What follows belongs to an exercise in optimizing a design on an open flow for small area, a short achievable clock period and few clock cycles; a production flow would make more cautious choices. In this exercise RTL edits were held to simulation tests only and were not proved equivalent to the original.

Setup of JK:
==> flow/design.v (excerpt) <==
module feedforward(
    input [31:0] x1, x2, x3, x4,
    input [31:0] w1, w2, w3, w4,
    input clk,
    input rst,
    output wire [31:0] result,
    output wire done
    );
For scale: about 6,500 cells after synthesis, ~250 flip-flops, ~290 I/O pins, roughly 48,000 um^2 of cells after synthesis.
export LEC_CHECK = 0
export CAP_MARGIN = 20
export CORE_MARGIN = 2
export CORE_UTILIZATION = 55
export SETUP_SLACK_MARGIN = 0.6
export SLEW_MARGIN = 20
create_clock -name core_clock -period 10.0 [get_ports {clk}]
standard.sh (not shown) runs the stock make flow with config.mk's settings and CLKGATE_MAP_FILE= SYNTH_SCRIPT=/design/flow/synth_recipe.tcl, a recipe that flattens the netlist after the stock synthesis.
==> flow/flow/run.sh <==
#!/bin/bash
# The standard layout (the standard.sh: ORFS from synthesis to the final
# layout), except that the buffer put on every input and output port is the
# smallest plain buffer, sky130_fd_sc_hd__buf_1, rather than the default.
set -e
export BUFFER_PORTS_ARGS="-buffer_cell sky130_fd_sc_hd__buf_1"
bash standard.sh > standard_flow.log 2>&1
Testbench counts of JK, summed over its fixed seeds: cycles 3,567.
What MS does differently from JK at the input level:
==> flow/run.sh (new file) <==
#!/bin/bash
# synth_recipe.tcl (not shown) runs the flow's synth.tcl, then flattens the netlist and writes it again
# the make line also repeats each setting of config.mk as NAME=value (left out here)
make -C /OpenROAD-flow-scripts/flow DESIGN_CONFIG=/design/flow/config.mk WORK_HOME=/design/flow/orfs CLKGATE_MAP_FILE= SYNTH_SCRIPT=/design/flow/synth_recipe.tcl finish
removed: flow/flow/run.sh
removed: flow/standard.sh
### Flow results
- met4 as the uppermost layer routed was reported by JK, and met5 by MS.
- Changes observed in MS relative to JK: via count of the first global-routing pass has increased; standard cell area after detailed placement has increased.
- From JK to MS the numbers moved as follows: detailed-routed wire length on met2 went down by 280 um, minimum period implied by the final worst setup slack went up by 17 ps, wire length went down by 0.52%.
- Looking at slowest cell on the critical path, the sky130_fd_sc_hd__fa_1 result is from MS; the sky130_fd_sc_hd__fa_2 one comes from JK.
- For the proportion of cell area occupied by multi-input gates, MS came in 2.3 points lower than JK did.

* * *

## run A
feedforward, a different RTL version from the one above (not shown whole).
Size in the first run: ~5900 cells after synthesis, ~240 flip-flops, roughly 290 I/O pins, about 41000 um2 of cells after synthesis.
Settings: LEC_CHECK=0, ABC_AREA=1, CAP_MARGIN=20, CORE_MARGIN=2, CORE_UTILIZATION=40, SETUP_SLACK_MARGIN=3.0, SLEW_MARGIN=20; clock period 10.0 ns.
==> flow/flow/run.sh <==
#!/bin/bash
# The standard layout (the standard.sh: ORFS from synthesis to the final
# layout), except that the buffer put on every input and output port is the
# smallest plain buffer, sky130_fd_sc_hd__buf_1, rather than the default.
set -e
export BUFFER_PORTS_ARGS="-buffer_cell sky130_fd_sc_hd__buf_1"
bash standard.sh > standard_flow.log 2>&1
Having completed the whole flow, run A delivered a layout that passed the timing, DRC and antenna checks.
Testbench counts of run A, summed over its fixed seeds: cycles 3,567.
What run B does differently from run A at the input level:
Settings: swapping 3.0 for 3.5 in SETUP_SLACK_MARGIN; swapping 40 for 55 in CORE_UTILIZATION.
==> summary.txt <==
Changes observed in run B relative to run A: initial detailed-routing violation count now larger; final hold slack now smaller; average wire per standard cell now larger. Run B vs. run A: number of nets at the end of the flow held, area of the multi-input gates went up about 0.6%, fraction of the core area covered by cells at the end of the flow went up 19 points. Run B ends up with higher final period demand of the worst path than run A does. Run B finished every stage; the final checks, however, were not passed, the failures being max-capacitance violations, max-slew violations. Both conditions hold for run A: the flow ran to the end and the final layout passed the timing, DRC and antenna checks. The via count of run B exceeds that of run A by 2192.

* * *

feedforward again, from the RTL that the note above started with.
Settings: LEC_CHECK=0, ABC_AREA=1, CAP_MARGIN=20, CORE_MARGIN=2, CORE_UTILIZATION=55, SETUP_SLACK_MARGIN=1.5, SLEW_MARGIN=20; clock period 10.0 ns.
Scripts as last shown in full above: flow/flow/run.sh
Testbench counts at the start, summed over its fixed seeds: cycles 3,567.
Change:
CORE_UTILIZATION = 65   (was 55)
SETUP_SLACK_MARGIN = 0.6   (was 1.5)
The new run finished with timing, DRC and antenna clean.
Cell count fell by 2.1%.
Sequential share of layout area rose by 0.17 points.
Via count rose by 3.3%.
Utilization rose by 10 points.
Worst setup slack degrades by 810 ps.
Change:
CORE_UTILIZATION = 55   (was 65)
=>
- The new run finished clean
- worst hold slack barely changes
- cell area barely changes
Change:
SETUP_SLACK_MARGIN = 2.5   (was 0.6)
After rerunning: The changed run passed the timing, DRC and antenna checks; global-route usage is higher by 1.3 points; final cell count increases by 2.8%; via count grows by 4.5%; worst setup slack improved by 1100 ps; core utilization rises by 4.5 points; maximum frequency went up by 14%; non-clock buffer count grows by 194; synthesized cell count stays the same.
Change:
CORE_UTILIZATION = 50   (was 55)
After rerunning: Worst setup slack improves by 150 ps. Final area stays flat. Cell count is higher slightly.

## afterwards: timing with drivers on the ports
The results above use ideal ports. As a check the final layouts listed here were re-extracted and re-timed, cells and wires unchanged. Step 1, drivers: a clkbuf_16 drives clk and a buf_2 each remaining input, both assumed. Step 2, shift: input delay + t, output delay - t, t = (earliest + latest rising clock arrival at the registers) / 2. This alone moves slack from input paths to output paths. Slacks: no drivers / after step 1 / after step 2; pairs: no drivers / after step 1.
run	shift t [ns]	setup WS [ns]	worst hold slack (ns)	worst setup path after step 2	worst data-port slew with drivers (ns)
JK	0.649	0.937 / 0.937 / 0.937	0.478 / 0.478 / 0.478	register to register	0.13
MS	0.639	0.920 / 0.920 / 0.920	0.475 / 0.475 / 0.475	register to register	0.11
run A	0.666	2.434 / 2.434 / 2.434	0.506 / 0.506 / 0.506	register to register	0.19
run B	0.664	0.788 / 0.788 / 0.788	0.469 / 0.469 / 0.469	register to register	0.14
the first run of note 3	0.657	1.899 / 1.899 / 1.899	0.475 / 0.475 / 0.475	register to register	0.15
the second run of note 3	0.673	1.086 / 1.086 / 1.086	0.476 / 0.476 / 0.476	register to register	0.14
the third run of note 3	0.655	1.371 / 1.371 / 1.371	0.475 / 0.475 / 0.475	register to register	0.16
the fourth run of note 3	0.654	2.430 / 2.430 / 2.430	0.466 / 0.466 / 0.466	register to register	0.14
the fifth run of note 3	0.661	2.581 / 2.581 / 2.581	0.474 / 0.474 / 0.474	register to register	0.14
